What follows belongs to an exercise in optimizing a design on an open flow for small area and a short achievable clock period; a production flow would make more cautious choices.
In this exercise RTL edits were held to simulation tests only and were not proved equivalent to the original.

==> flow/design.v (outline; a module is shown in full before it is edited, if it fits) <==
// module FA: 4 lines
// module HA: 4 lines
// module FA1: 4 lines
// module AO: 3 lines
// module BS: 5 lines
// module KN: 3 lines
// module KR: 3 lines
// module KX: 3 lines
// module KXN: 3 lines
// module KIV: 3 lines
// module KGA: 3 lines
// module PA: 3 lines
// module PO: 3 lines
// module PG: 3 lines
// module SMX: 3 lines
// module PG3: 3 lines
// module A4: 3 lines
// module SMX2: 3 lines
// module KGB: 3 lines
// module PE_cs_00: 3257 lines
// module PE_cs_01: 3257 lines
// module PE_cs_10: 3257 lines
// module PE_cs_11: 4599 lines
// module Systolic_Array: 48 lines
module Systolic_Array(IP_Left0, IP_Left4, IP_Left8, IP_Left12,
    IP_Up0, IP_Up1, IP_Up2, IP_Up3, Result0,
    Result1, Result2, Result3, Result4, Result5, Result6, Result7,
    Result8, Result9, Result10, Result11, Result12, Result13, Result14, Result15,
    Clk, Reset, Done);
  // ...
==> flow/flow/run.sh <==
#!/bin/bash
# Standard layout, with the port buffers that buffer_ports inserts made
# sky130_fd_sc_hd__buf_4 instead of its default choice.
set -o pipefail
export BUFFER_PORTS_ARGS="-buffer_cell sky130_fd_sc_hd__buf_4"
bash standard.sh 2>&1 | tee standard.log
==> flow/standard.sh <==
#!/bin/bash
# synth_recipe.tcl (not shown) runs the flow's synth.tcl, then flattens the netlist and writes it again
# the make line also repeats each setting of config.mk as NAME=value (left out here)
make -C /OpenROAD-flow-scripts/flow DESIGN_CONFIG=/design/flow/config.mk WORK_HOME=/design/flow/orfs CLKGATE_MAP_FILE= SYNTH_SCRIPT=/design/flow/synth_recipe.tcl "${@:-finish}"
==> flow/config.mk <==
export PLATFORM = sky130hd
export DESIGN_NAME = Systolic_Array
export DESIGN_NICKNAME = Systolic_Array
export VERILOG_FILES = /design/flow/design.v
export SDC_FILE = /design/flow/constraint.sdc
export NUM_CORES = 8
export LEC_CHECK = 0
export CAP_MARGIN = 20
export CORE_MARGIN = 2
export CORE_UTILIZATION = 40
export SLEW_MARGIN = 20
export SYNTH_HIERARCHICAL = 1
==> flow/constraint.sdc <==
create_clock -name core_clock -period 14.0 [get_ports {Clk}]
set_input_delay 2.8000 -clock core_clock [delete_from_list [all_inputs] [get_ports {Clk}]]
set_output_delay 2.8000 -clock core_clock [all_outputs]
set_load 0.01 [all_outputs]
==> impl_metrics.py, run 1 <==
metrics = {
    "run_status": {
        "status": "timing/DRC/antenna clean",
    },
    "placed_design": {
        "port_buffers": 1282,
        "post_dp_cell_area_sq_um": 525200,
    },
    "clock_tree": {
        "cts_hold_buf": 0,
        "cts_tree": "built",
        "cts-root-buf": "clkbuf_16",
        "cts_made_buffers": 350,
    },
    "drt": {
        "wl_met3_um": 295500,
        "routed.top_layer": "met5",
        "drc": 0,
        "drt-total-wl_um": 2201000,
        "drt-met1-wl_um": 781100,
        "dr.pass1.iters": 10,
    },
    "critical_path": {
        "path_class": "flop to flop",
        "cp.depth": 15,
        "worstPathArrival_ns": 7.82,
        "critPathLaunch": "P0.down_o[11]",
    },
    "timing": {
        "fin_ws_ns": 7.211,
        "hold_viol": 0,
        "tightest_slew_ns": 1.245,
        "setup_violations": 0,
    },
    "finish": {
        "buffer_area_share_pct": 3.304,
        "multi_input_area_share_pct": 78.46,
        "seq_cells": 2325,
    },
    "hold_path": {
        "hold_path_class": "flop to flop",
        "min_delay_path_depth": 0,
    },
    "global_route": {
        "grt_pass1_wl_um": 3156000,
        "grt_pass1_vias": 429246,
    },
    "logic_synthesis": {
        "syn_area_per_cell_sq_um": 12.04,
    },
    "floorplan": {
        "taps": 16320,
    },
}
==> run 2: changes to the inputs <==
==> flow/flow/run.sh (replaced) <==
#!/bin/bash
# Standard layout (the standard.sh) with two changes to how it is made:
#  - buffer_ports inserts sky130_fd_sc_hd__buf_4 as the port buffers;
#  - timing repair aims for 8.0 ns of setup slack instead of 0, so that it
#    sizes and buffers the critical paths beyond the 14 ns constraint.
# The clock period and the SDC constraints are the design's, unchanged.
set -o pipefail
export BUFFER_PORTS_ARGS="-buffer_cell sky130_fd_sc_hd__buf_4"
export SETUP_SLACK_MARGIN=8.0
bash standard.sh 2>&1 | tee standard.log
==> impl_metrics.py, run 2 <==
metrics = {
    "global_route": {
        "grt.overflow.total": 0,
        "antenna_found_initial": 125,
        "grt_max_degree": 160,
        "grt_pass1_wl_um": 3170000,
        "globalRouteTotalUtil_pct": 35.38,
        "grt_pass1_vias": 435057,
    },
    "job": {
        "drv_cap": 0,
    },
    "floorplan": {
        "die_height_um": 1110,
        "die_area_sq_um": 1232000,
        "ios": 1283,
        "initial_core_util_pct": 40.09,
        "coreArea_sq_um": 1221000,
        "die_width_um": 1110,
        "rows": 406,
    },
    "critical_path": {
        "path_class": "flop to output port",
        "r2r_end": "P5.rc[16]",
        "cp.buffers_inverters": 1,
        "worstPathCellList": "a21o_4 -> a21o_1 -> a21o_1 -> a21o_4 -> a21o_1 -> a21o_1 -> mux2_4 -> buf_6",
        "rr_startpoint": "P1.down_o[31]",
        "cp_slowest_cell": "dfrtp_2",
        "end_kind": "output port",
        "max_stage_delay_ns": 0.47,
        "path_max_fanout": 4,
        "reg2reg_setup_slack_ns": 8.01,
        "critPathLaunchType": "flop",
        "reg2reg_depth": 12,
        "cpLargestDelayFamily": "compound AO/OA/AOI/OAI gates",
        "cp.required_ns": 11.20,
        "worstPathArrival_ns": 3.42,
        "crit_top_cell": "a21o_1",
    },
    "timing": {
        "tightest_slew_ns": 1.136,
        "fin_skew_ns": 0.1152,
        "finalSetupTns_ns": 0,
        "hold_viol": 0,
        "finalMaxSlewViolations": 0,
        "rsz0062_at_grt": "true",
        "setup_violations": 0,
        "fin_ws_ns": 7.785,
        "relSlewSlack_pct": 24.25,
        "period_minus_slack_ns": 6.215,
        "fmax_mhz": 160.9,
        "fin_crit_sh_pct": 44.40,
    },
    "drt": {
        "dr.pass1.iters": 8,
        "drt-total-wl_um": 2234000,
        "num_vias": 394258,
        "ant_nets": 0,
        "drc": 0,
        "drt_iter0_drc": 46107,
        "vias_per_cell": 6.459,
        "wl_per_cell_um": 36.59,
    },
    "logic_synthesis": {
        "ys_warn_count": 11,
        "syn_area_per_cell_sq_um": 12.04,
        "syn_inst": 40664,
        "synthesis.area_sq_um": 489400,
    },
    "clock_tree": {
        "ctsHtreeMaxLevel": 5,
        "clk_latency_ns": 1.18,
        "clk_path_buf_depth": 5,
        "clk_transition_reported_paths_ns": 0.06,
        "cts_hold_buf": 0,
        "cts_tree": "built",
        "cts_made_buffers": 358,
        "cts.sinks": 2325,
        "cts-root-buf": "clkbuf_16",
    },
    "placed_design": {
        "post_dp_cell_area_sq_um": 528700,
        "place_inst": 58611,
        "gp_congestion": 0.9624,
        "detailedPlace.worstSlack_ns": 6.229,
        "port_buffers": 1282,
        "dp_hpwl_um": 1459000,
    },
    "finish": {
        "mostFrequentLayoutCell": "xor2_1",
        "final_area_sq_um": 568000,
        "layout.nets": 55409,
        "drive_above_1_share_pct": 21.87,
        "area_growth_pct": 16.06,
        "final_cells": 61039,
        "final_cell_mix": "xor2_1, fa_1, a22o_1",
    },
    "hold_path": {
        "hold_end": "Count[0]",
        "min_delay_path_depth": 1,
        "worstHoldStart": "Count[0]",
        "hold_path_class": "flop to flop",
    },
    "run_status": {
        "status": "timing/DRC/antenna clean",
    },
}
## run 2: cell types whose count changed in the layout (fill, tap and decap cells not counted), sizes merged
cell / delta
inv: -11
buf: +1692
bufinv: +1
bufbuf: +14
clkinvlp: +8
clkbuf: +92
clkinv: -9
nor2: +1
## run 2: worst max path at each step
stage                      start           to  cells past startpoint
detailed placement    IP_Up0[18]    P0.rs[34]                     12
finish                  P0.rs[9]  Result0[58]                      8
floorplan           IP_Left0[31]    P0.rs[34]                     11
global placement      IP_Up0[18]    P0.rs[34]                     12
CTS                     P0.rs[9]  Result0[58]                      8
global route            P0.rs[9]  Result0[58]                      8
## run 2: repair_timing
action | CTS | global route
cloned | 15 | 44
endpoints found under the setup margin | 1034 | 723
resized for setup | 2793 | 1189
buffers inserted | 1239 | 410
pin swaps | 384 | 336
## run 2: metrics by stage
step | utilization (%) | hold slack (ns)
3_5_place_dp | 43.31 | 0.4635
3_3_place_gp | 43.31 | 0.4536
4_1_cts | 45.83 | 0.4871
2_1_floorplan | - | 0.4033
5_1_grt | 46.52 | 0.5167
6_report | 46.53 | 0.4975
## run 2: cell type report
| cell class | count | area [sq um] |
|---|---|---|
| diodes | 66 | 165.2 |
| clock buffers | 470 | 9871 |
| clock inverters | 183 | 2476 |
| fillers | 110054 | 652700 |
| inverters | 1732 | 6560 |
| multi-input cells | 35812 | 429000 |
| flip-flops and latches | 2325 | 60060 |
| well taps | 16320 | 20420 |
| repair buffers | 4131 | 39440 |
## run 2: worst register-to-register path, stage by stage (launching register included)
cell and delay (ns):
dfrtp_4 0.65, buf_12 0.42, and2_2 0.28, fa_1 0.39, fa_1 0.48, fa_1 0.56
fa_1 0.58, fa_1 0.45, fa_1 0.54, fa_1 0.44, fa_1 0.48, ha_1 0.33
a21o_1 0.19
## run 2: layer usage
metal  part of all wire, %  GRT usage [%]
met5                 0.054         0.3781
met4                   7.8          22.21
met1                    36          43.12
met3                    14          13.65
met2                    43          52.61
==> run 3: changes to the inputs <==
--- a/flow/config.mk
+++ b/flow/config.mk
@@ -11,2 +11,3 @@
 export SLEW_MARGIN = 20
 export SYNTH_HIERARCHICAL = 1
+export TNS_END_PERCENT = 10
==> impl_metrics.py, run 3 <==
metrics = {
    "run_status": {
        "status": "timing/DRC/antenna clean",
    },
    "global_route": {
        "antenna_found_initial": 152,
        "grt_pass1_vias": 432993,
        "grt.overflow.total": 0,
        "globalRouteTotalUtil_pct": 35.58,
        "grt_max_degree": 111,
        "grt_pass1_wl_um": 3183000,
    },
    "finish": {
        "drive_above_1_share_pct": 16.94,
        "mostFrequentLayoutCell": "fa_1",
        "area_growth_pct": 13.14,
        "fin_util_pct": 45.36,
        "final_cells": 60324,
        "final_cell_mix": "fa_1, xor2_1, a22o_1",
        "final_area_sq_um": 553700,
        "layout.nets": 54662,
    },
    "floorplan": {
        "die_area_sq_um": 1232000,
        "initial_core_util_pct": 40.09,
        "coreArea_sq_um": 1221000,
        "rows": 406,
        "ios": 1283,
        "die_height_um": 1110,
        "die_width_um": 1110,
    },
    "clock_tree": {
        "cts_made_buffers": 356,
        "cts.sinks": 2325,
        "clk_latency_ns": 1.19,
        "clk_path_buf_depth": 5,
        "cts_tree": "built",
        "cts_hold_buf": 0,
        "clk_transition_reported_paths_ns": 0.07,
        "ctsHtreeMaxLevel": 5,
        "cts-root-buf": "clkbuf_16",
    },
    "critical_path": {
        "path_class": "input port to flop",
        "worstPathArrival_ns": 7.27,
        "cp.required_ns": 15.00,
        "max_stage_delay_ns": 0.55,
        "critPathLaunchType": "input port",
        "cp_slowest_cell": "fa_1",
        "critPathLaunch": "IP_Up0[0]",
        "rr_startpoint": "P3.down_o[27]",
        "cp.buffers_inverters": 2,
        "cpLargestDelayFamily": "adder cells",
        "end_kind": "flop",
        "crit_top_cell": "fa_1",
        "worstPathCellList": "buf_6 -> buf_6 -> and2_1 -> fa_1 -> fa_1 -> fa_1 -> fa_1 -> fa_1 -> fa_1 -> fa_1 -> ha_1",
        "path_max_fanout": 26,
    },
    "placed_design": {
        "detailedPlace.worstSlack_ns": 6.074,
        "dp_hpwl_um": 1438000,
        "place_inst": 58574,
        "post_dp_cell_area_sq_um": 525700,
        "port_buffers": 1282,
        "gp_congestion": 0.9635,
    },
    "drt": {
        "drc": 0,
        "vias_per_cell": 6.507,
        "drt-total-wl_um": 2234000,
        "dr.pass1.iters": 12,
        "ant_nets": 0,
        "drt_iter0_drc": 45243,
        "wl_per_cell_um": 37.04,
        "num_vias": 392537,
    },
    "hold_path": {
        "worstHoldStart": "P4.down_o[2]",
        "hold_path_class": "flop to flop",
    },
    "timing": {
        "setup_violations": 0,
        "holdWs_ns": 0.4578,
        "finalMaxSlewViolations": 0,
        "hold_viol": 0,
        "fin_ws_ns": 7.732,
        "tightest_slew_ns": 1.156,
        "relSlewSlack_pct": 22.94,
        "fin_crit_sh_pct": 44.77,
        "rsz0062_at_grt": "true",
        "fmax_mhz": 159.5,
        "fin_skew_ns": 0.1240,
        "period_minus_slack_ns": 6.268,
        "finalSetupTns_ns": 0,
    },
    "logic_synthesis": {
        "synthesis.area_sq_um": 489400,
        "syn_area_per_cell_sq_um": 12.04,
        "ys_warn_count": 11,
        "syn_inst": 40664,
    },
    "job": {
        "drv_cap": 0,
    },
}
[run 3: worst paths after layout]
path / end / slack [ns] / depth (start not counted)
worst min-delay path: P8.down_o[2] / 0.46 / 0
worst max-delay path: P0.rs[28] / 7.73 / 11
worst max register to register: P7.rc[16] / 7.87 / 15
worst min register to register: P8.down_o[2] / 0.46 / 0
max in group asynchronous: P4.rc[4] / 9.15 / 6
min in group asynchronous: Done / 1.87 / 2
[run 3: timing repair]
item / CTS / global route
gates cloned: 8 / 14
resized for setup: 1366 / 1227
pin swaps: 151 / 73
setup buffers: 520 / 458
endpoints found under the setup margin: 1029 / 999
[run 3: worst reg2reg max path, cell delays in order, from the launching register on]
cell	delay (ns)
dfrtp_2	0.35
buf_4	0.34
buf_4	0.63
nand3b_1	0.21
o21ai_2	0.09
buf_4	0.50
a22o_1	0.27
xor2_1	0.09
fa_1	0.46
fa_1	0.47
fa_1	0.54
fa_1	0.58
fa_1	0.45
fa_1	0.49
ha_1	0.33
a21o_1	0.19
[run 3: cell type report]
| class | instances | area [sq um] |
|---|---|---|
| antenna | 100 | 250.2 |
| clock buffer | 441 | 9732 |
| clock inverter | 208 | 2596 |
| fill | 111302 | 667000 |
| inverter | 1732 | 6583 |
| multi-input combinational | 35812 | 424100 |
| sequential | 2325 | 59800 |
| tap | 16320 | 20420 |
| timing repair buffer | 3386 | 30270 |
[run 3: layer usage]
metal,track usage [%],share of wire (%)
met1,43.07,35
met2,52.92,43
met3,13.47,14
met4,23.41,8.1
met5,0.8141,0.11

## static timing again, ports no longer ideal
The flow's constraints put no driver on any port. The routed layouts listed below were extracted and timed again, unchanged, in two steps.
Step 1 (the two cells are an assumption about what drives the block):
set clk [get_ports {Clk}]
set_driving_cell -lib_cell sky130_fd_sc_hd__clkbuf_16 $clk
set_driving_cell -lib_cell sky130_fd_sc_hd__buf_2 [delete_from_list [all_inputs] $clk]
Step 2 times the ports against the registers' clock, not the clock port: input delays grow and output delays shrink by t, the midpoint of the rising clock arrivals with the driver on.
Three values: ideal, step 1, step 2; two values: the first two.
run	shift t [ns]	slack for setup (ns)	worst slew at a driven data input, ns
run 1	1.308	7.211 / 7.090 / 5.946	0.37
run 2	1.290	7.785 / 7.619 / 6.477	0.54
run 3	1.325	7.732 / 7.608 / 6.447	0.41
After both steps setup and hold are still met in every run listed. The setup slack of run 2, which loses most, moves by -0.166 ns with the drivers and by -1.308 ns with both steps.
